This design comes from an exercise in tuning for a short achievable clock period and few clock cycles on the open sky130 flow, not from production work.
Where RTL was checked, it was by simulation tests only, not by an equivalence proof against the original.
Only the layout flow was run in run 1; the RTL was not checked for function there.
Power is estimated from default activity; no workload was simulated.

**flow/flow/run.sh**
```bash
#!/bin/bash
# Standard ORFS layout (the standard.sh), with timing repair aimed well
# below the 15 ns clock: repair_timing keeps working until the setup slack
# reaches SETUP_SLACK_MARGIN (10.7 ns below the 15 ns clock).
export SETUP_SLACK_MARGIN=10.7
bash standard.sh > standard.log 2>&1
```
**flow/config.mk**
```make
export PLATFORM = sky130hd
export DESIGN_NAME = Mips
export DESIGN_NICKNAME = Mips
export VERILOG_FILES = /design/flow/design.v
export SDC_FILE = /design/flow/constraint.sdc
export NUM_CORES = 8
export LEC_CHECK = 0
export CAP_MARGIN = 20
export CORE_MARGIN = 2
export CORE_UTILIZATION = 40
export SLEW_MARGIN = 40
```
**flow/constraint.sdc**
```tcl
create_clock -name core_clock -period 15.0 [get_ports {clk}]
set_input_delay 3.0000 -clock core_clock [delete_from_list [all_inputs] [get_ports {clk}]]
set_output_delay 3.0000 -clock core_clock [all_outputs]
set_load 0.01 [all_outputs]
```
**flow/standard.sh**
```bash
#!/bin/bash
# synth_recipe.tcl (not shown) runs the flow's synth.tcl, then flattens the netlist and writes it again
# the make line also repeats each setting of config.mk as NAME=value (left out here)
make -C /OpenROAD-flow-scripts/flow DESIGN_CONFIG=/design/flow/config.mk WORK_HOME=/design/flow/orfs CLKGATE_MAP_FILE= SYNTH_SCRIPT=/design/flow/synth_recipe.tcl "${@:-finish}"
```
**flow/design.v**
```verilog
module Mips(
	input clk,
	input rst,
	output[31:0] imem_addr,
	input[31:0] imem_data,
	output[17:0] SRAM_ADDR,
	output[15:0] SRAM_WDATA,
	input[15:0] SRAM_RDATA,
	output SRAM_WE_N
);
localparam CIB = 4;               
localparam NCS = 1 << CIB;        
localparam CTB = 16 - CIB;        
localparam SBB = 2;               
localparam SBD = 1 << SBB;        
localparam [1:0] S_IDLE = 2'd0, S_ISSHI = 2'd1, S_CAPLO = 2'd2, S_CAPHI = 2'd3;
reg [31:0] pcf;
reg [31:0] ia_q;          
reg [15:0] btb_v;
reg [25:0] btb_tag [0:15];
reg [29:0] btb_tgt [0:15];
reg [2:0]  btb_ctr [0:15];
reg [7:0]  btb_dif [0:15];
reg [15:0] btb_xn;
reg        v2;
reg [31:0] pc2, seq2;
reg        bh2, pt2;
reg [2:0]  bc2;
reg        vS;
reg [31:0] irS, pcS, seqS;
reg [9:0]  pdS;
reg [31:0] opA_S, opB_S;
reg        srcF_S;         
reg        bWA_S, bWB_S, bW2A_S, bW2B_S;
reg        bhS, ptS, rdfS;
reg [2:0]  bcS;
reg        vD;
reg [31:0] irD, pcD, seqD;
reg [9:0]  pdD;
reg        bhD, ptD, rdfD;    
reg [2:0]  bcD;
reg [31:0] opA_D, opB_D;
reg        srcF_D;         
reg [31:0] opA_F, opB_F;   
reg        bWA_D, bWB_D;   
reg        bW2A_D, bW2B_D;  
reg        eA_r, eB_r;     
reg [31:0] rf [1:31];
reg [31:1] rfv;           
reg        vE;
reg [31:0] A_E, B_E, T_E;
reg [4:0]  rsE, rtE;
reg        uA_E, uB_E, uT_E;
reg [15:0] wE;
reg        cvE, heldMiss, specE;
reg [CTB-1:0] ctgE;
reg [31:0] cdE;
reg [4:0]  destE;
reg        weE, ldE, stE, bezE, bneE, jmpE, subE;
reg        cAdd_E, cAnd_E, cOr_E, cNor_E, cXor_E, cSll_E, cSra_E, cSrl_E;
reg        guessE, nzE;
reg [31:0] tgtE, seqE, pcE;
reg        bhE;
reg [2:0]  bcE;
reg [1:0]  mst;
reg        lbV, lbWe, lbFill, lbRdy;
reg [4:0]  lbDest;
reg [15:0] lbW;
reg [15:0] lo_cap;
reg [31:0] dataL;
localparam PFK = 15;
reg        pfV;
reg [3:0]  pfCnt;
reg [15:0] pfW, pfFA;
reg        pf_s1, pf_s2, pf_s3, pfDataV, pfCancel;
reg [15:0] pf_lo;
reg [31:0] pfData;
reg        bu_v, bu_w;
reg [3:0]  bu_i;
reg [25:0] bu_tag;
reg [29:0] bu_tgt;
reg [2:0]  bu_ctr;
reg [7:0]  bu_dif;
reg        bu_tk, bu_hit, bu_bne;
reg        weW, fillW;
reg [31:0] dataW, dataW2;
reg [4:0]  destW;
reg [15:0] waW;
reg [NCS-1:0]     cval;
reg [NCS*CTB-1:0] ctagF;
reg [NCS*32-1:0]  cdatF;
reg [15:0] sb_a [0:SBD-1];
reg [31:0] sb_d [0:SBD-1];
reg [SBB-1:0] sb_h, sb_t;
reg [SBB:0]   sb_n;
reg        sb_ph;
reg [17:0] sa;
reg [15:0] sw;
reg        swe_n;
assign imem_addr = ia_q;
assign SRAM_ADDR = sa;
assign SRAM_WDATA = sw;
assign SRAM_WE_N = swe_n;
wire [3:0]  fi = pcf[5:2];
wire        bhit = btb_v[fi] && (btb_tag[fi] == pcf[31:6]);
wire [2:0]  bctr = btb_ctr[fi];
wire        bpt = bhit && bctr[2] && !btb_xn[fi];
wire [31:0] pcf4 = pcf + 32'd4;
wire [31:0] npc = bpt ? {btb_tgt[fi], 2'b00} : pcf4;
function [9:0] predec(input [31:0] w);
	reg [5:0] op;
	begin
		op = w[31:26];
		predec[0] = (op == 6'd1) || (op == 6'd3) || (op == 6'd5) || (op == 6'd6) || (op == 6'd7) ||
		            (op == 6'd8) || (op == 6'd9) || (op == 6'd10) || (op == 6'd11) || (op == 6'd12);
		predec[1] = (op == 6'd32);
		predec[2] = (op == 6'd33);
		predec[3] = (op == 6'd36);
		predec[4] = (op == 6'd37);
		predec[5] = (op == 6'd40);
		predec[6] = (op == 6'd41);
		predec[7] = (op == 6'd42);
		predec[8] = (w[15:0] != 16'd0);
		predec[9] = (w[25:21] == w[20:16]);
	end
endfunction
wire [9:0] pdN = predec(imem_data);
wire [4:0] rsN = imem_data[25:21];
wire [4:0] rtN = imem_data[20:16];
wire [4:0] rsS = irS[25:21];
wire [4:0] rtS = irS[20:16];
wire [31:0] rfA_S = bWA_S ? dataW : bW2A_S ? dataW2 : srcF_S ? opA_F : opA_S;
wire [31:0] rfB_S = bWB_S ? dataW : bW2B_S ? dataW2 : srcF_S ? opB_F : opB_S;
wire [31:0] rdA_N = (rsN != 5'd0 && rfv[rsN]) ? rf[rsN] : 32'd0;
wire [31:0] rdB_N = (rtN != 5'd0 && rfv[rtN]) ? rf[rtN] : 32'd0;
wire bW2A_N = weW && destW == rsN && rsN != 5'd0;
wire bW2B_N = weW && destW == rtN && rtN != 5'd0;
wire [5:0] opF = imem_data[31:26];
wire isBezF = (opF == 6'd40);
wire isBneF = (opF == 6'd41);
wire stTakenF = imem_data[15] || (isBezF && rsN == 5'd0) || (isBneF && rsN != rtN);
wire shortF = (imem_data[15:7] == 9'h000) || (imem_data[15:7] == 9'h1FF);
wire nzShortF = (|imem_data[7:0]) || imem_data[15];
wire rdF_fire = v2 && !pt2 && shortF && ((opF == 6'd42) ||
                ((isBezF || isBneF) && stTakenF && !bh2 && nzShortF));
wire [7:0]  tgtF_lo = seq2[9:2] + imem_data[7:0];
wire [31:0] tgtF = {seq2[31:10], tgtF_lo, 2'b00};
wire ptF = pt2 || rdF_fire;
wire [5:0] opD = irD[31:26];
wire [4:0] rsD = irD[25:21];
wire [4:0] rtD = irD[20:16];
wire [4:0] rdD = irD[15:11];
wire [31:0] sxD = {{16{irD[15]}}, irD[15:0]};
wire isRD    = pdD[0];
wire isAddiD = pdD[1];
wire isSubiD = pdD[2];
wire isLdD   = pdD[3];
wire isStD   = pdD[4];
wire isBezD  = pdD[5];
wire isBneD  = pdD[6];
wire isJmpD  = pdD[7];
wire nzD     = pdD[8];      
wire sameD   = pdD[9];      
wire useA_D = isRD | isAddiD | isSubiD | isBezD | isBneD;    
wire useB_D = isRD | isBneD;                                 
wire [4:0] destD = isRD ? rdD : rtD;
wire weD = (isRD | isAddiD | isSubiD | isLdD) && (destD != 5'd0);
wire [31:0] tgtD = seqD + {sxD[29:0], 2'b00};
wire [31:0] rfA = bWA_D ? dataW : bW2A_D ? dataW2 : srcF_D ? opA_F : opA_D;
wire [31:0] rfB = bWB_D ? dataW : bW2B_D ? dataW2 : srcF_D ? opB_F : opB_D;
wire [17:0] ofsD = sxD[17:0] - 18'd1024;
wire [17:0] eaD = rfA[17:0] + ofsD;
wire [15:0] wD = eaD[17:2];
wire [CIB-1:0] ciD = wD[CIB-1:0];
wire hazD = (isLdD || isStD) &&
            ((vE && weE && rsD == destE) || (lbV && lbWe && rsD == lbDest));
wire [31:0] Af = A_E;
wire [31:0] Bf = B_E;
wire [31:0] Tf = T_E;
wire [31:0] sumE = Af + (subE ? ~Bf : Bf) + {31'd0, subE};
wire big = |Bf[31:5];
wire [4:0] sh = Bf[4:0];
wire [31:0] sllE = big ? 32'd0 : (Af << sh);
wire [31:0] srE = $signed({cSra_E & Af[31], Af}) >>> (big ? 6'd32 : {1'b0, sh});
wire [31:0] aluE = ({32{cAdd_E}} & sumE) |
                   ({32{cAnd_E}} & (Af & Bf)) |
                   ({32{cOr_E}}  & (Af | Bf)) |
                   ({32{cNor_E}} & ~(Af | Bf)) |
                   ({32{cXor_E}} & (Af ^ Bf)) |
                   ({32{cSll_E}} & sllE) |
                   ({32{cSra_E | cSrl_E}} & srE);
wire sboard = vE && lbV && lbWe &&
              ((uA_E && rsE == lbDest) || ((uB_E || uT_E) && rtE == lbDest));
wire takenE = jmpE | (bezE & (Af == 32'd0)) | (bneE & (Af != Bf));
wire mispE = vE && (bezE || bneE) && nzE && !sboard && (takenE != guessE);
wire [31:0] redirE = takenE ? tgtE : seqE;
wire ldEv = vE && ldE;
wire stEv = vE && stE;
wire [CIB-1:0] ciE = wE[CIB-1:0];
wire [CTB-1:0] ctE = wE[15:CIB];
wire chit = cvE && !heldMiss && (ctgE == ctE);
wire sb_full = (sb_n == SBD);
wire sb_empty = (sb_n == 0);
reg sbmatch;
integer k;
always @(*) begin
	sbmatch = 1'b0;
	for (k = 0; k < SBD; k = k + 1)
		if (((k - sb_h) & (SBD - 1)) < sb_n && sb_a[k] == wE) sbmatch = 1'b1;
end
wire ldMiss = ldEv && !chit;
wire ldAlloc = ldMiss && !sbmatch && (!lbV || lbRdy || mst == S_CAPHI);
wire st_wr = stEv && !sb_full && !sboard;
wire stallE = (ldMiss && !ldAlloc) || (stEv && sb_full) || sboard;
wire advE = !stallE;
wire e2w = vE && advE && weE && !ldMiss;
wire capNow = (mst == S_CAPHI);
wire lbToW = lbV && (lbRdy || capNow) && !e2w;
wire wn_we = e2w || (lbToW && lbWe);
wire [4:0] wn_dest = e2w ? destE : lbDest;
wire [31:0] wn_data = e2w ? (ldE ? cdE : aluE) : lbRdy ? dataL : {SRAM_RDATA, lo_cap};
wire cbyS = st_wr && ciE == ciD;
wire fill_we = fillW || pfDataV;
wire [15:0] fill_a = fillW ? waW : pfFA;
wire [31:0] fill_d = fillW ? dataW : pfData;
wire cbyF = fill_we && fill_a[CIB-1:0] == ciD;
wire [CIB-1:0] pI = rfA[CIB+1:2] ^ sxD[CIB+1:2];
wire [CIB-1:0] gI = rfA[CIB+1:2] & sxD[CIB+1:2];
wire c2I = (rfA[1] & sxD[1]) | ((rfA[1] ^ sxD[1]) & rfA[0] & sxD[0]);
reg [NCS-1:0] selD;
reg [CIB-1:0] jv, cyI;
reg           crvR;
reg [CTB-1:0] crtR;
reg [31:0]    crdR;
integer j;
always @(*) begin
	crvR = 1'b0;
	crtR = {CTB{1'b0}};
	crdR = 32'd0;
	for (j = 0; j < NCS; j = j + 1) begin
		jv = j;
		cyI = gI | (pI & ~jv);
		selD[j] = ((pI ^ jv) == {cyI[CIB-2:0], c2I});
		crvR = crvR | (selD[j] & cval[j]);
		crtR = crtR | ({CTB{selD[j]}} & ctagF[j*CTB +: CTB]);
		crdR = crdR | ({32{selD[j]}} & cdatF[j*32 +: 32]);
	end
end
wire          crvD = cbyS | cbyF | crvR;
wire [CTB-1:0] crtD = cbyS ? ctE : cbyF ? fill_a[15:CIB] : crtR;
wire [31:0]   crdD = cbyS ? Tf : cbyF ? fill_d : crdR;
wire p_hi = (mst == S_ISSHI);
wire p_new = ldAlloc;
wire spec_go;
wire sb_go = !(p_hi || p_new || spec_go) && !sb_empty;
wire sb_deq = sb_go && sb_ph;
wire pf_free = !(p_hi || p_new || spec_go || sb_go);
reg pfSbMatch;
always @(*) begin
	pfSbMatch = 1'b0;
	for (k = 0; k < SBD; k = k + 1)
		if (((k - sb_h) & (SBD - 1)) < sb_n && sb_a[k] == pfW) pfSbMatch = 1'b1;
end
wire pf_idle = !pf_s1 && !pf_s2 && !pf_s3 && !pfDataV;
wire pf_try = pfV && pfCnt != 4'd0 && pf_idle;
wire pf_lo_go = pf_try && !pfSbMatch && pf_free;
wire pf_skip = pf_try && pfSbMatch;
wire pf_hi_go = pf_s1 && pf_free;
wire pf_kill = st_wr && wE == pfFA;      
wire sb_enq = st_wr;
reg [1:0] mst_n;
always @(*) begin
	mst_n = mst;
	case (mst)
		S_ISSHI: mst_n = S_CAPLO;
		S_CAPLO: mst_n = S_CAPHI;
		default: mst_n = S_IDLE;
	endcase
	if (ldAlloc) mst_n = specE ? S_CAPLO : S_ISSHI;
end
wire accD = !vD || (advE && !hazD);
wire fetch_ok = !rst && (accD || (!vS && !v2));
wire goD = vD && advE && !hazD && !mispE;    
wire brD = (isBezD || isBneD) && nzD;
wire bneSame = isBneD && sameD;                       
wire eA = eA_r;                  
wire eB = eB_r && isBneD;        
wire useE = (eA || eB) && !bneSame;
wire lbHazB = lbV && lbWe && (rsD == lbDest || (isBneD && rtD == lbDest));
wire eAdd = cAdd_E;
wire eLog = cAnd_E | cOr_E | cNor_E | cXor_E;
wire eLd = ldE && chit;
wire [31:0] bxE = subE ? ~Bf : Bf;
wire [31:0] ppE = Af ^ bxE;
wire [31:0] ggE = Af & bxE;
wire [31:0] cyA = ggE | (ppE & ~rfA);
wire [31:0] cyB = ggE | (ppE & ~rfB);
wire [31:0] logE = ({32{cAnd_E}} & (Af & Bf)) | ({32{cOr_E}} & (Af | Bf)) |
                   ({32{cNor_E}} & ~(Af | Bf)) | ({32{cXor_E}} & (Af ^ Bf));
wire eqE_A = eAdd ? ((ppE ^ rfA) == {cyA[30:0], subE}) : eLog ? (logE == rfA) : (cdE == rfA);
wire eqE_B = eAdd ? ((ppE ^ rfB) == {cyB[30:0], subE}) : eLog ? (logE == rfB) : (cdE == rfB);
wire eqE_x = eA ? eqE_B : eqE_A;
wire [31:0] cyE0 = ggE | ppE;
wire eqAdd0 = (ppE == {cyE0[30:0], subE});
wire eqE_0 = eAdd ? eqAdd0 : eLog ? (logE == 32'd0) : (cdE == 32'd0);
wire eqE = isBezD ? eqE_0 : eqE_x;
wire eqR = isBezD ? (rfA == 32'd0) : (rfA == rfB);
wire eqD = bneSame | (useE ? eqE : eqR);
wire takenD = isBezD ? eqD : !eqD;
wire resD = brD && goD && !lbHazB && (!useE || eAdd || eLog || eLd);
wire rdD_fire = vD && isJmpD && !ptD;
wire tfix = vD && rdfD && (tgtD[31:10] != seqD[31:10]);
wire rdD_any = rdD_fire || tfix;
wire mispD = resD && (takenD != ptD);
assign spec_go = vD && isLdD && !hazD && advE && !p_hi && !p_new;
wire [31:0] pcf_n = mispD ? (ptD ? seqD : tgtD) :
                    mispE ? redirE : rdD_any ? tgtD : rdF_fire ? tgtF : fetch_ok ? npc : pcf;
integer i;
always @(posedge clk)
	ia_q <= pcf_n;
wire [4:0] rsNew = vS ? rsS : rsN;
wire [4:0] rtNew = vS ? rtS : rtN;
always @(posedge clk) begin
	if (advE) begin
		eA_r <= goD && weD && destD == rsNew;
		eB_r <= goD && weD && destD == rtNew;
	end else if (accD) begin
		eA_r <= vE && weE && destE == rsNew;
		eB_r <= vE && weE && destE == rtNew;
	end
end
always @(posedge clk or posedge rst) begin
	if (rst) begin
		pcf <= 32'd0;
		v2 <= 1'b0;
		vS <= 1'b0;
		vD <= 1'b0;
		ptD <= 1'b0;
		rdfD <= 1'b0;
	end else begin
		pcf <= pcf_n;
		v2 <= !mispE && !mispD && !rdD_any && !rdF_fire && fetch_ok;
		if (mispE || mispD || rdD_any)
			vS <= 1'b0;
		else if (accD)
			vS <= vS & v2;
		else if (v2)
			vS <= 1'b1;
		if (mispE)
			vD <= 1'b0;
		else if (accD) begin
			if (mispD || rdD_any)
				vD <= 1'b0;
			else if (vS) begin
				vD <= 1'b1;
				ptD <= ptS;
				rdfD <= rdfS;
			end else begin
				vD <= v2;
				ptD <= ptF;
				rdfD <= rdF_fire;
			end
		end else begin
			if (rdD_fire)
				ptD <= 1'b1;
			if (tfix)
				rdfD <= 1'b0;
		end
	end
end
always @(posedge clk) begin
	if (fetch_ok) begin
		pc2 <= pcf;
		seq2 <= pcf4;
		bh2 <= bhit;
		bc2 <= bctr;
		pt2 <= bpt;
	end
	opA_F <= rdA_N;
	opB_F <= rdB_N;
	opA_S <= rfA_S;
	opB_S <= rfB_S;
	if ((accD && vS) || (!accD && v2)) begin
		irS <= imem_data; pdS <= pdN; pcS <= pc2; seqS <= seq2; bhS <= bh2; bcS <= bc2; ptS <= ptF; rdfS <= rdF_fire;
		srcF_S <= 1'b1;
		bWA_S <= wn_we && wn_dest == rsN;
		bWB_S <= wn_we && wn_dest == rtN;
		bW2A_S <= bW2A_N;
		bW2B_S <= bW2B_N;
	end else begin
		srcF_S <= 1'b0;
		bWA_S <= wn_we && wn_dest == rsS;
		bWB_S <= wn_we && wn_dest == rtS;
		bW2A_S <= 1'b0;
		bW2B_S <= 1'b0;
	end
	if (accD && vS) begin
		opA_D <= rfA_S;
		opB_D <= rfB_S;
		srcF_D <= 1'b0;
		bWA_D <= wn_we && wn_dest == rsS;
		bWB_D <= wn_we && wn_dest == rtS;
		bW2A_D <= 1'b0;
		bW2B_D <= 1'b0;
	end else if (accD) begin
		srcF_D <= 1'b1;
		bWA_D <= wn_we && wn_dest == rsN;
		bWB_D <= wn_we && wn_dest == rtN;
		bW2A_D <= bW2A_N;
		bW2B_D <= bW2B_N;
	end else begin
		opA_D <= rfA;
		opB_D <= rfB;
		srcF_D <= 1'b0;
		bWA_D <= wn_we && wn_dest == rsD;
		bWB_D <= wn_we && wn_dest == rtD;
		bW2A_D <= 1'b0;
		bW2B_D <= 1'b0;
	end
	if (accD) begin
		if (vS) begin
			irD <= irS; pdD <= pdS; pcD <= pcS; seqD <= seqS; bhD <= bhS; bcD <= bcS;
		end else begin
			irD <= imem_data; pdD <= pdN; pcD <= pc2; seqD <= seq2; bhD <= bh2; bcD <= bc2;
		end
	end
end
always @(posedge clk or posedge rst) begin
	if (rst)
		btb_v <= 16'd0;
	else if (bu_v && bu_w)
		btb_v[bu_i] <= 1'b1;
end
wire [7:0] bu_dif0 = btb_dif[bu_i];
wire [7:0] bu_next = {bu_dif[6:0], 1'b0} - bu_dif0;    
always @(posedge clk or posedge rst) begin
	if (rst)
		btb_xn <= 16'd0;
	else if (bu_v && bu_w)
		btb_xn[bu_i] <= bu_tk && bu_hit && bu_bne && bu_next == 8'd0 && bu_dif != bu_dif0;
end
always @(posedge clk) begin
	if (bu_v && bu_w) begin
		btb_tag[bu_i] <= bu_tag;
		btb_tgt[bu_i] <= bu_tgt;
		btb_ctr[bu_i] <= bu_ctr;
		btb_dif[bu_i] <= bu_dif;
	end
end
always @(posedge clk or posedge rst) begin
	if (rst)
		bu_v <= 1'b0;
	else
		bu_v <= vE && (bezE || bneE || jmpE) && advE;
end
always @(posedge clk) begin
	bu_i <= pcE[5:2];
	bu_tag <= pcE[31:6];
	bu_tgt <= tgtE[31:2];
	bu_w <= bhE || takenE;
	bu_dif <= Af[7:0] - Bf[7:0];
	bu_tk <= takenE;
	bu_hit <= bhE;
	bu_bne <= bneE;
	bu_ctr <= !bhE ? 3'd6 :
	          takenE ? ((bcE == 3'd7) ? 3'd7 : bcE + 3'd1) :
	                   ((bcE == 3'd0) ? 3'd0 : bcE - 3'd1);
end
always @(posedge clk or posedge rst) begin
	if (rst)
		rfv <= 31'd0;
	else if (weW)
		rfv[destW] <= 1'b1;
end
always @(posedge clk) begin
	if (weW)
		rf[destW] <= dataW;
end
always @(posedge clk or posedge rst) begin
	if (rst)
		vE <= 1'b0;
	else if (advE)
		vE <= goD;
end
always @(posedge clk) begin
	if (advE) begin
		A_E <= (wn_we && wn_dest == rsD) ? wn_data : rfA;
		B_E <= !useB_D ? sxD : (wn_we && wn_dest == rtD) ? wn_data : rfB;
		T_E <= (wn_we && wn_dest == rtD) ? wn_data : rfB;
		rsE <= rsD;
		rtE <= rtD;
		uA_E <= useA_D;
		uB_E <= useB_D;
		uT_E <= isStD;
		wE <= wD;
		specE <= spec_go;
		heldMiss <= 1'b0;
		destE <= destD;
		weE <= weD;
		ldE <= isLdD;
		stE <= isStD;
		bezE <= isBezD;
		bneE <= isBneD;
		jmpE <= isJmpD;
		subE <= (opD == 6'd3) || isSubiD;
		cAdd_E <= (opD == 6'd1) || (opD == 6'd3) || isAddiD || isSubiD;
		cAnd_E <= (opD == 6'd5);
		cOr_E <= (opD == 6'd6);
		cNor_E <= (opD == 6'd7);
		cXor_E <= (opD == 6'd8);
		cSll_E <= (opD == 6'd9) || (opD == 6'd10);
		cSra_E <= (opD == 6'd11);
		cSrl_E <= (opD == 6'd12);
		guessE <= resD ? takenD : ptD;
		nzE <= nzD;
		tgtE <= tgtD;
		seqE <= seqD;
		pcE <= pcD;
		bhE <= bhD;
		bcE <= bcD;
	end else begin
		if (wn_we && wn_dest == rsE) A_E <= wn_data;
		if (uB_E && wn_we && wn_dest == rtE) B_E <= wn_data;
		if (wn_we && wn_dest == rtE) T_E <= wn_data;
		specE <= 1'b0;
		heldMiss <= ldMiss;
		if (mispE) guessE <= takenE;
	end
	cvE <= crvD;
	ctgE <= crtD;
	cdE <= crdD;
end
always @(posedge clk or posedge rst) begin
	if (rst) begin
		mst <= S_IDLE;
		lbV <= 1'b0;
		lbRdy <= 1'b0;
	end else begin
		mst <= mst_n;
		if (ldAlloc) begin
			lbV <= 1'b1;
			lbRdy <= 1'b0;
		end else if (lbToW) begin
			lbV <= 1'b0;
			lbRdy <= 1'b0;
		end else if (capNow)
			lbRdy <= 1'b1;
	end
end
always @(posedge clk) begin
	if (mst == S_CAPLO) lo_cap <= SRAM_RDATA;
	if (capNow) dataL <= {SRAM_RDATA, lo_cap};
	if (ldAlloc) begin
		lbDest <= destE;
		lbWe <= weE;
		lbW <= wE;
		lbFill <= 1'b1;
	end else begin
		if (e2w && destE == lbDest) lbWe <= 1'b0;
		if (st_wr && ciE == lbW[CIB-1:0]) lbFill <= 1'b0;
	end
end
always @(posedge clk or posedge rst) begin
	if (rst) begin
		weW <= 1'b0;
		fillW <= 1'b0;
	end else begin
		weW <= wn_we;
		fillW <= lbToW && lbFill && !(st_wr && ciE == lbW[CIB-1:0]);
	end
end
always @(posedge clk) begin
	dataW <= wn_data;
	destW <= wn_dest;
	dataW2 <= dataW;
	waW <= lbW;
end
always @(posedge clk or posedge rst) begin
	if (rst) begin
		pfV <= 1'b0;
		pf_s1 <= 1'b0;
		pf_s2 <= 1'b0;
		pf_s3 <= 1'b0;
		pfDataV <= 1'b0;
	end else begin
		if (ldAlloc) pfV <= 1'b1;
		pf_s1 <= pf_lo_go;
		pf_s2 <= pf_hi_go;
		pf_s3 <= pf_s2;
		if (pf_s3)
			pfDataV <= !pfCancel && !pf_kill;
		else if (!fillW || pf_kill)
			pfDataV <= 1'b0;
	end
end
always @(posedge clk) begin
	if (ldAlloc) begin
		pfW <= wE + 16'd1;
		pfCnt <= PFK;
	end else if (pf_hi_go || pf_skip) begin
		pfW <= pfW + 16'd1;
		pfCnt <= pfCnt - 4'd1;
	end
	if (pf_lo_go) begin
		pfFA <= pfW;
		pfCancel <= st_wr && wE == pfW;
	end else if (pf_kill)
		pfCancel <= 1'b1;
	if (pf_s2) pf_lo <= SRAM_RDATA;
	if (pf_s3) pfData <= {SRAM_RDATA, pf_lo};
end
always @(posedge clk or posedge rst) begin
	if (rst)
		cval <= {NCS{1'b0}};
	else begin
		if (fill_we) cval[fill_a[CIB-1:0]] <= 1'b1;
		if (sb_enq) cval[ciE] <= 1'b1;
	end
end
always @(posedge clk) begin
	for (j = 0; j < NCS; j = j + 1) begin
		if (sb_enq && ciE == j) begin
			ctagF[j*CTB +: CTB] <= ctE;
			cdatF[j*32 +: 32] <= Tf;
		end else if (fill_we && fill_a[CIB-1:0] == j) begin
			ctagF[j*CTB +: CTB] <= fill_a[15:CIB];
			cdatF[j*32 +: 32] <= fill_d;
		end
	end
end
always @(posedge clk or posedge rst) begin
	if (rst) begin
		sb_h <= {SBB{1'b0}};
		sb_t <= {SBB{1'b0}};
		sb_n <= {(SBB+1){1'b0}};
		sb_ph <= 1'b0;
	end else begin
		if (sb_enq) sb_t <= sb_t + 1'b1;
		if (sb_deq) sb_h <= sb_h + 1'b1;
		sb_n <= sb_n + {{SBB{1'b0}}, sb_enq} - {{SBB{1'b0}}, sb_deq};
		if (sb_go) sb_ph <= ~sb_ph;
	end
end
always @(posedge clk) begin
	swe_n <= rst || !sb_go;
	sa <= p_hi ? {1'b0, lbW, 1'b1} :
	      p_new ? {1'b0, wE, specE} :
	      spec_go ? {1'b0, wD, 1'b0} :
	      sb_go ? {1'b0, sb_a[sb_h], sb_ph} :
	      pf_lo_go ? {1'b0, pfW, 1'b0} : {1'b0, pfFA, 1'b1};
end
always @(posedge clk) begin
	if (sb_enq) begin
		sb_a[sb_t] <= wE;
		sb_d[sb_t] <= Tf;
	end
	sw <= sb_ph ? sb_d[sb_h][31:16] : sb_d[sb_h][15:0];    
end
endmodule
```
==> results of run 1 <==
-- power by group through the flow --
| stage | Sequential (W) | Clock, W | Combinational [W] |
|---|---|---|---|
| 6_report | 0.0154 | 0.0115 | 0.00865 |
| 5_1_grt | 0.0155 | 0.0121 | 0.00892 |
| 4_1_cts | 0.0154 | 0.0116 | 0.00799 |
| 3_5_place_dp | 0.0157 | 0 | 0.00705 |
| 3_3_place_gp | 0.0156 | 0 | 0.00703 |
| 2_1_floorplan | 0.0151 | 0 | 0.00427 |
-- path summary, 6_finish.rpt --
check / from / cells past startpoint / slack [ns] / to
worst max-delay path: A_E[29] / 15 / 9.77 / ia_q[4]
worst min-delay path: pcE[10] / 0 / 0.33 / bu_tag[4]
worst max register to register: A_E[29] / 15 / 9.77 / ia_q[4]
worst min register to register: pcE[10] / 0 / 0.33 / bu_tag[4]
max in group asynchronous: rst / 5 / 11.17 / btb_v[3]
min in group asynchronous: rst / 2 / 2.42 / rfv[25]
-- layer usage --
metal | global-route usage | vias to the layer above
met2 | 0.446 | 9908
met1 | 0.407 | 72100
met5 | 0 | -
met4 | 0.140 | 38
met3 | 0.0713 | 1944
li1 | - | 57000
-- state kept, by name, indices dropped and copies added, names as in the netlist, 48 cells and up --
register  count
rf          992
cdatF       512
btb_tgt     480
btb_tag     416
ctagF       192
btb_dif     128
sb_d        128
sb_a         64
btb_ctr      48
-- final cells by class --
cell class	count	area, um^2
Antenna cell	26	65.1
Clock buffer	627	12600
Clock inverter	224	2630
Fill cell	42600	258000
Inverter	351	1490
Multi-Input combinational cell	8692	79700
Sequential cell	4257	123000
Tap cell	6681	8360
Timing Repair Buffer	1242	15900
Timing Repair inverter	2	16.3
-- stage by stage --
step | hold WS, ns | setup WS, ns | utilization
2_1_floorplan | 0.323 | 9.22 | -
6_report | 0.333 | 9.77 | 0.486
4_1_cts | 0.330 | 10.03 | 0.476
5_1_grt | 0.349 | 9.88 | 0.486
3_3_place_gp | 0.324 | 6.61 | 0.422
3_5_place_dp | 0.327 | 6.90 | 0.424
-- worst register-to-register path: cells and delay by family, from the launching register on --
family,cells,cell delay [ns]
AO/OA/AOI/OAI,6,2.01
adder cells (fa/ha/maj),1,0.43
buffers and inverters,3,0.80
flip-flops,1,0.43
AND/OR/NAND/NOR,5,1.41
-- Yosys cell counts, drive strengths merged (19+ instances only) --
library cell  instances  area share
dfxtp               416       0.041
mux2i               603       0.030
clkbuf              821       0.015
o211ai               58      0.0022
or3                  26     0.00081
o21a                 21     0.00078
o31ai                82      0.0031
o21ai               412       0.010
nand2b              118      0.0037
a21o                 59      0.0022
xor2                343       0.015
nor4                121      0.0038
a221oi              160      0.0073
a211oi              124      0.0046
a31o                 19     0.00083
edfxtp             3704        0.55
inv                 346      0.0064
a221o                19     0.00094
o22ai               113      0.0035
nor2b               156      0.0048
mux2                316       0.018
nor2               1249       0.023
a21oi              1022       0.025
or4                  35      0.0013
a22oi               244      0.0091
and3                 84      0.0026
buf                 252      0.0057
nor3                107      0.0028
nand4               172      0.0053
mux4                908        0.10
fa                   70      0.0070
or2                  33      0.0010
nand3               144      0.0036
a211o                29      0.0013
and2                 54      0.0017
ha                  245       0.015
nand2               645       0.012
a22o                125      0.0054
a31oi                46      0.0014
xnor2               348       0.015
dfrtp               137       0.017
o21bai               47      0.0018
o221ai               48      0.0021
-- logic make-up after synthesis --
group           Yosys count  share of synthesized area
flops                  4257                      0.610
buf+inv                1424                     0.0275
xor+xnor                695                     0.0305
fa+ha+maj               315                     0.0222
other cells               1                  0.0000186
mux                    1827                      0.149
compound gates         2800                     0.0900
simple gates           3035                     0.0706
-- timing repair --
action,CTS,global route
pin swaps,192,229
gates resized for setup,1642,586
gates cloned,107,29
buffers inserted,353,166
setup endpoints to repair,1831,1332
==> results.toml, run 1 <==
[global_route]
grt_max_degree = 92
grt_usage = 0.297
grt_overflow = 0
antenna_found_initial = 58
grt_pass1_wl_um = 1070000
grt_pass1_vias = 132000

[finish]
final_cell_mix = "edfxtp_1, nor2_1, a21oi_1, mux4_2, buf_4"
layout.cells.non_filler = 22100
areaGrowthSynthToFinish_pct = 21.0
nets = 15400
fin_area_um2 = 244000
drive_gt1_frac = 0.274
layout_commonest_cell = "edfxtp_1"

[power]
intPower_w = 0.0242
netSwitchingPower_w = 0.0114
ir_drop_mv = 0.128
power_w = 0.0356
combinationalPowerShare = 0.243
pwr-share-clk = 0.324
p_sw_frac = 0.320
power.density_cell_area_nw_per_um2 = 146
seq_power_share = 0.433
p_leak_nw = 86.0

[sta]
fin_skew_ns = 0.0955
fin_setup_tns_ns = 0
layout_min_cycle_time_ns = 5.23
max_freq_mhz = 191
worst_pin_slew_ns = 1.42
slew_violations = 0
hold_viol_final = 0
relSlewSlack = 0.0541
rsz0062_at_grt = "yes"
finalCritPeriodShare = 0.349
finalSetupViolations = 0

[logic_synthesis]
synth_cells = 14400
yosys_warnings = 1
yosysSeqAreaShare = 0.610
synth-main-ff-cell = "edfxtp_1"
synth_edf_count = 3704
synth_nets = 14700
synth_area_um2 = 202000
ys_ff_latch = 4257
syn_area_per_cell_um2 = 14.0
ys_types = 103
async_flop_share = 0.0322

[place]
port_buffers = 115
placed_area_um2 = 212000
place_hpwl_um = 464000
gp_congestion = 1.02
dp.cells = 20600

[route]
drt_iter0_drc = 22000
drt-met1-wl_um = 300000
wirelength_um = 787000
routed.top_layer = "met5"
final_antenna_net_count = 0
drtPass1Iterations = 8
wl_met3_um = 95400
drt-wirelength-per-cell_um = 35.6
wl_met2_um = 345000
drc = 0
vias_per_cell = 6.38
via_count = 141000

[clock_tree]
cts.sinks = 4257
clkTransAtPathRegs_ns = 0.06
htreeDepth = 5
cts_tree = "yes"
clkLatencyLatePin_ns = 1.06
cts-root-buf = "clkbuf_16"
postCtsHoldBufs = 0
cts_max_path_buffers = 4
cts_made_buffers = 450

[critical_path]
cpMaxStageDelayCell = "o22ai_1"
critical_path.startpoint_type = "register"
crit_fanout = 7
cpLargestDelayFamily = "compound AO/OA/AOI/OAI gates"
max_stage_delay_ns = 0.55
path_buf_inv = 3
cp.arrival_ns = 6.12
crit_chain = "clkinvlp_4, ha_1, o41a_1, o22ai_1, nand4_1, nor2_1, nand4_1, a21boi_2, o41a_1, nor3_4, or3b_4, buf_12, buf_4, o22ai_4, a31oi_2"
crit_required_ns = 15.89
end_kind = "register"
criticalPathCategory = "register to register"

[die]
ios = 117
core.rowCount = 260
core_um2 = 502000
die_w_um = 714
die_h_um = 714
initial_core_util = 0.402
dieArea_um2 = 510000

[status]
status = "no timing/DRC/antenna violations"

[min_path]
hold_path_class = "register to register"

[flow_run]
max_cap_viol_count = 0
==> run 2, diff against run 1 <==
--- a/flow/design.v
+++ b/flow/design.v
@@ -290,16 +290,17 @@
 wire eAdd = cAdd_E;
 wire eLog = cAnd_E | cOr_E | cNor_E | cXor_E;
 wire eLd = ldE && chit;
+wire [31:0] xD = eA ? rfB : rfA;    
 wire [31:0] bxE = subE ? ~Bf : Bf;
 wire [31:0] ppE = Af ^ bxE;
 wire [31:0] ggE = Af & bxE;
-wire [31:0] cyA = ggE | (ppE & ~rfA);
-wire [31:0] cyB = ggE | (ppE & ~rfB);
+wire [31:0] cyE = ggE | (ppE & ~xD);
+wire eqAdd = ((ppE ^ xD) == {cyE[30:0], subE});
 wire [31:0] logE = ({32{cAnd_E}} & (Af & Bf)) | ({32{cOr_E}} & (Af | Bf)) |
                    ({32{cNor_E}} & ~(Af | Bf)) | ({32{cXor_E}} & (Af ^ Bf));
-wire eqE_A = eAdd ? ((ppE ^ rfA) == {cyA[30:0], subE}) : eLog ? (logE == rfA) : (cdE == rfA);
-wire eqE_B = eAdd ? ((ppE ^ rfB) == {cyB[30:0], subE}) : eLog ? (logE == rfB) : (cdE == rfB);
-wire eqE_x = eA ? eqE_B : eqE_A;
+wire eqLog = (logE == xD);
+wire eqLd = (cdE == xD);
+wire eqE_x = eAdd ? eqAdd : eLog ? eqLog : eqLd;
 wire [31:0] cyE0 = ggE | ppE;
 wire eqAdd0 = (ppE == {cyE0[30:0], subE});
 wire eqE_0 = eAdd ? eqAdd0 : eLog ? (logE == 32'd0) : (cdE == 32'd0);
==> flow/flow/run.sh (replaced) <==
#!/bin/bash
# Standard ORFS layout (the standard.sh) with two changes to timing repair:
#  - repair_timing keeps working until the setup slack reaches
#    SETUP_SLACK_MARGIN (10.7 ns below the 15 ns clock);
#  - resizing may pick any drive strength of a cell, not only one of the
#    same width (MATCH_CELL_FOOTPRINT=0; the platform default is 1).
export SETUP_SLACK_MARGIN=10.7
bash standard.sh MATCH_CELL_FOOTPRINT=0 finish > standard.log 2>&1
==> run 2 against run 1 <==
Critical endpoint is now pcf[20]. Die area decreased by 0.60%. Sequential share of layout area increased by 0.74 points. First-iteration DRC count decreased by 1.7%. Fmax increased by 11%. Clock power about the same. Sequential cell count unchanged. Via count decreased by 0.90%. Final cell count decreased by 0.57%. Power increased by 0.95%. Critical path depth increased by 1. Largest cell class unchanged. Worst setup slack improved by 0.53 ns.
==> results.toml, run 2 <==
[sta]
finalSetupViolations = 0
fin_skew_ns = 0.103
relSlewSlack = 0.347
fin_setup_tns_ns = 0
worst_pin_slew_ns = 0.976
finalCritPeriodShare = 0.313
slew_violations = 0
hold_viol_final = 0
rsz0062_at_grt = "yes"
layout_min_cycle_time_ns = 4.70
max_freq_mhz = 213

[global_route]
grt_pass1_vias = 131000
grt_pass1_wl_um = 1060000
grt_overflow = 0
grt_max_degree = 128
grt_usage = 0.294
antenna_found_initial = 70

[logic_synthesis]
synth_nets = 14600
synth_cells = 14300
synth-main-ff-cell = "edfxtp_1"
synth_top_area_cell = "edfxtp_1"
yosysTopAreaCellShare = 0.555
synth_edf_count = 3704
synth_top_cells_by_count = "edfxtp_1, nor2_1, a21oi_1"
async_flop_share = 0.0322
yosysMostFrequentCell = "edfxtp_1"
ys_types = 110
yosys_warnings = 1
synth_area_leaders = "edfxtp_1, mux4_2, dfxtp_1, mux2i_1, a21oi_1"
syn_area_per_cell_um2 = 14.0
yosysSeqAreaShare = 0.614
synth_area_um2 = 200000
ys_ff_latch = 4257

[clock_tree]
cts_made_buffers = 441
cts_tree = "yes"
postCtsHoldBufs = 0
cts_max_path_buffers = 4
cts.sinks = 4257
cts-root-buf = "clkbuf_16"
clkLatencyLatePin_ns = 1.08
clkTransAtPathRegs_ns = 0.07
htreeDepth = 5

[route]
final_antenna_net_count = 0
drt-wirelength-per-cell_um = 35.5
drt_iter0_drc = 21700
drtPass1Iterations = 7
wirelength_um = 780000
via_count = 140000
drc = 0
vias_per_cell = 6.36

[place]
placed_area_um2 = 211000
gp_congestion = 0.997
dp.cells = 20500
port_buffers = 115
place_hpwl_um = 464000

[power]
p_leak_nw = 84.7
combinationalPowerShare = 0.250
ir_drop_mv = 0.120
netSwitchingPower_w = 0.0117
power.density_cell_area_nw_per_um2 = 150
pwr-share-clk = 0.314
p_sw_frac = 0.326
seq_power_share = 0.436
intPower_w = 0.0242

[die]
initial_core_util = 0.402
die_w_um = 712
ios = 117
die_h_um = 712
core.rowCount = 259
core_um2 = 498000
dieArea_um2 = 507000

[finish]
reg.largest.list = "rf x992, cdatF x512, btb_tgt x480"
regArea_um2 = 123000
layout.cells.non_filler = 22000
final_cell_mix = "edfxtp_1, nor2_1, a21oi_1, mux4_2, buf_4"
fillCellCount = 42600
fin_area_um2 = 240000
drive_gt1_frac = 0.260
multi_input_area_um2 = 77200
largest_reg_flops = 992
areaGrowthSynthToFinish_pct = 20.0
regMostFlops = "rf"
layout_commonest_cell = "edfxtp_1"
nets = 15200

[min_path]
hold_path_class = "register to register"

[critical_path]
cp.arrival_ns = 5.63
critical_path.startpoint_type = "register"
end_kind = "register"
criticalPathCategory = "register to register"
crit_fanout = 11
crit_required_ns = 15.93

[status]
status = "no timing/DRC/antenna violations"

[flow_run]
max_cap_viol_count = 0
[run 2: changes by cell type in the layout (fill, tap and decap cells not counted), sizes merged, moves of 37 or more]
cell    previous run  this run
clkbuf           658       731
buf             1133      1081
xnor2            348       296
mux2             316       262
a21oi           1022      1146
nand2b           118        73
nor2b            156        91
nand2            645       576
nor2            1249      1357
o31ai             82        45
mux2i            603       709
a22oi            244       183
bufbuf            41         0
[run 2: worst max-delay path, cell delays in order, from the launching register on]
cell and delay [ns]:
edfxtp_1 0.33, buf_4 0.29, inv_1 0.25, ha_1 0.41, a22oi_1 0.37, and2_1 0.48
o21ai_0 0.37, xnor2_1 0.23, nand4_1 0.14, nor4_1 0.32, a32o_2 0.25, buf_12 0.14
o211a_4 0.19, a211oi_4 0.06, buf_6 0.16, clkbuf_16 0.19, a221o_1 0.33
[run 2: metal layers]
layer	track usage	share of wire	wire length [um]	vias up
li1	-	-	-	56600
met5	0	0.00036	279	-
met3	0.0596	0.11	88300	1841
met1	0.407	0.39	303000	71700
met2	0.451	0.45	347000	9507
met4	0.125	0.053	41000	40
[run 2: power by group through the flow]
stage	registers (W)	logic, W	clock network, W
global route	0.0157	0.00931	0.0118
floorplan	0.0153	0.00445	0
global placement	0.0159	0.00737	0
detailed placement	0.0159	0.00746	0
CTS	0.0156	0.00835	0.0114
finish	0.0157	0.00900	0.0113
[run 2: area by class of cell]
class / count / share of cell area
timing repair buffer: 1232 / 0.0628
clock buffer: 612 / 0.0516
clock inverter: 220 / 0.0101
sequential: 4257 / 0.512
inverter: 380 / 0.00689
antenna: 34 / 0.000354
timing repair inverter: 5 / 0.000219
multi-input combinational: 8580 / 0.321
tap: 6655 / 0.0346
[run 2: what timing repair did]
action                                  4_1_cts  5_1_grt
endpoints found under the setup margin     1573      780
pin swaps                                    97      148
setup buffers                               259      216
cloned                                      101       35
resized for setup                          1399      552
[run 2: kinds of logic (layout without fill, tap and decap cells)]
group,after synthesis,in the layout,share of synthesized area
AO/OA/AOI/OAI,2877,2878,0.0917
flip-flops,4257,4257,0.614
multiplexers,1879,1879,0.152
other,1,35,0.0000187
AND/OR/NAND/NOR,2899,2902,0.0660
XOR/XNOR,635,635,0.0279
adder cells (fa/ha/maj),285,285,0.0192
buffers and inverters,1464,2449,0.0289
[run 2: final timing paths]
kind / from / endpoint / slack, ns / cells past startpoint
max: A_E[30] / pcf[20] / 10.30 / 16
min: pcE[10] / bu_tag[4] / 0.34 / 0
max reg2reg: A_E[30] / pcf[20] / 10.30 / 16
min reg2reg: pcE[10] / bu_tag[4] / 0.34 / 0
max in group asynchronous: rst / rfv[24] / 11.16 / 6
min in group asynchronous: rst / btb_v[5] / 2.38 / 3
[run 2: stage by stage]
step	total power (W)	util	hold WS, ns	worst slack, ns
3_5_place_dp	0.0234	0.424	0.327	7.21
4_1_cts	0.0354	0.472	0.335	10.26
5_1_grt	0.0369	0.483	0.346	10.33
6_report	0.0360	0.483	0.339	10.30
2_1_floorplan	0.0197	-	0.323	8.55
3_3_place_gp	0.0233	0.422	0.325	6.71
Testbench counts of run 2, summed over its fixed seeds: cycles 62,410.

afterwards: timing with drivers on the ports:
No port has a modelled driver above. Below, the same layouts with a new extraction and two added sets of constraints. Step 1, drivers: a clkbuf_16 drives clk and a buf_2 each remaining input, both assumed. Step 2 moves the port delays by t, midway between the first and last clock arrival at a register: inputs arrive t later, outputs are due t later. That takes back most of the time a late clock gives input paths. Slacks: ideal ports / drivers / drivers and shift; pairs: ideal ports / drivers.
run	shift t [ns]	slack for setup (ns)	hold slack, ns	latest minus earliest clock arrival (ns)	worst register clock-pin slew, ns
run 1	1.149	9.768 / 9.768 / 8.922	0.333 / 0.333 / 0.333	0.114 / 0.113	0.07 / 0.07
run 2	1.159	10.299 / 10.193 / 9.198	0.339 / 0.339 / 0.339	0.107 / 0.107	0.07 / 0.07
After both steps every run listed still meets setup and hold. For run 2, which loses most, drivers alone change the setup slack by -0.106 ns; drivers and shift together by -1.101 ns.
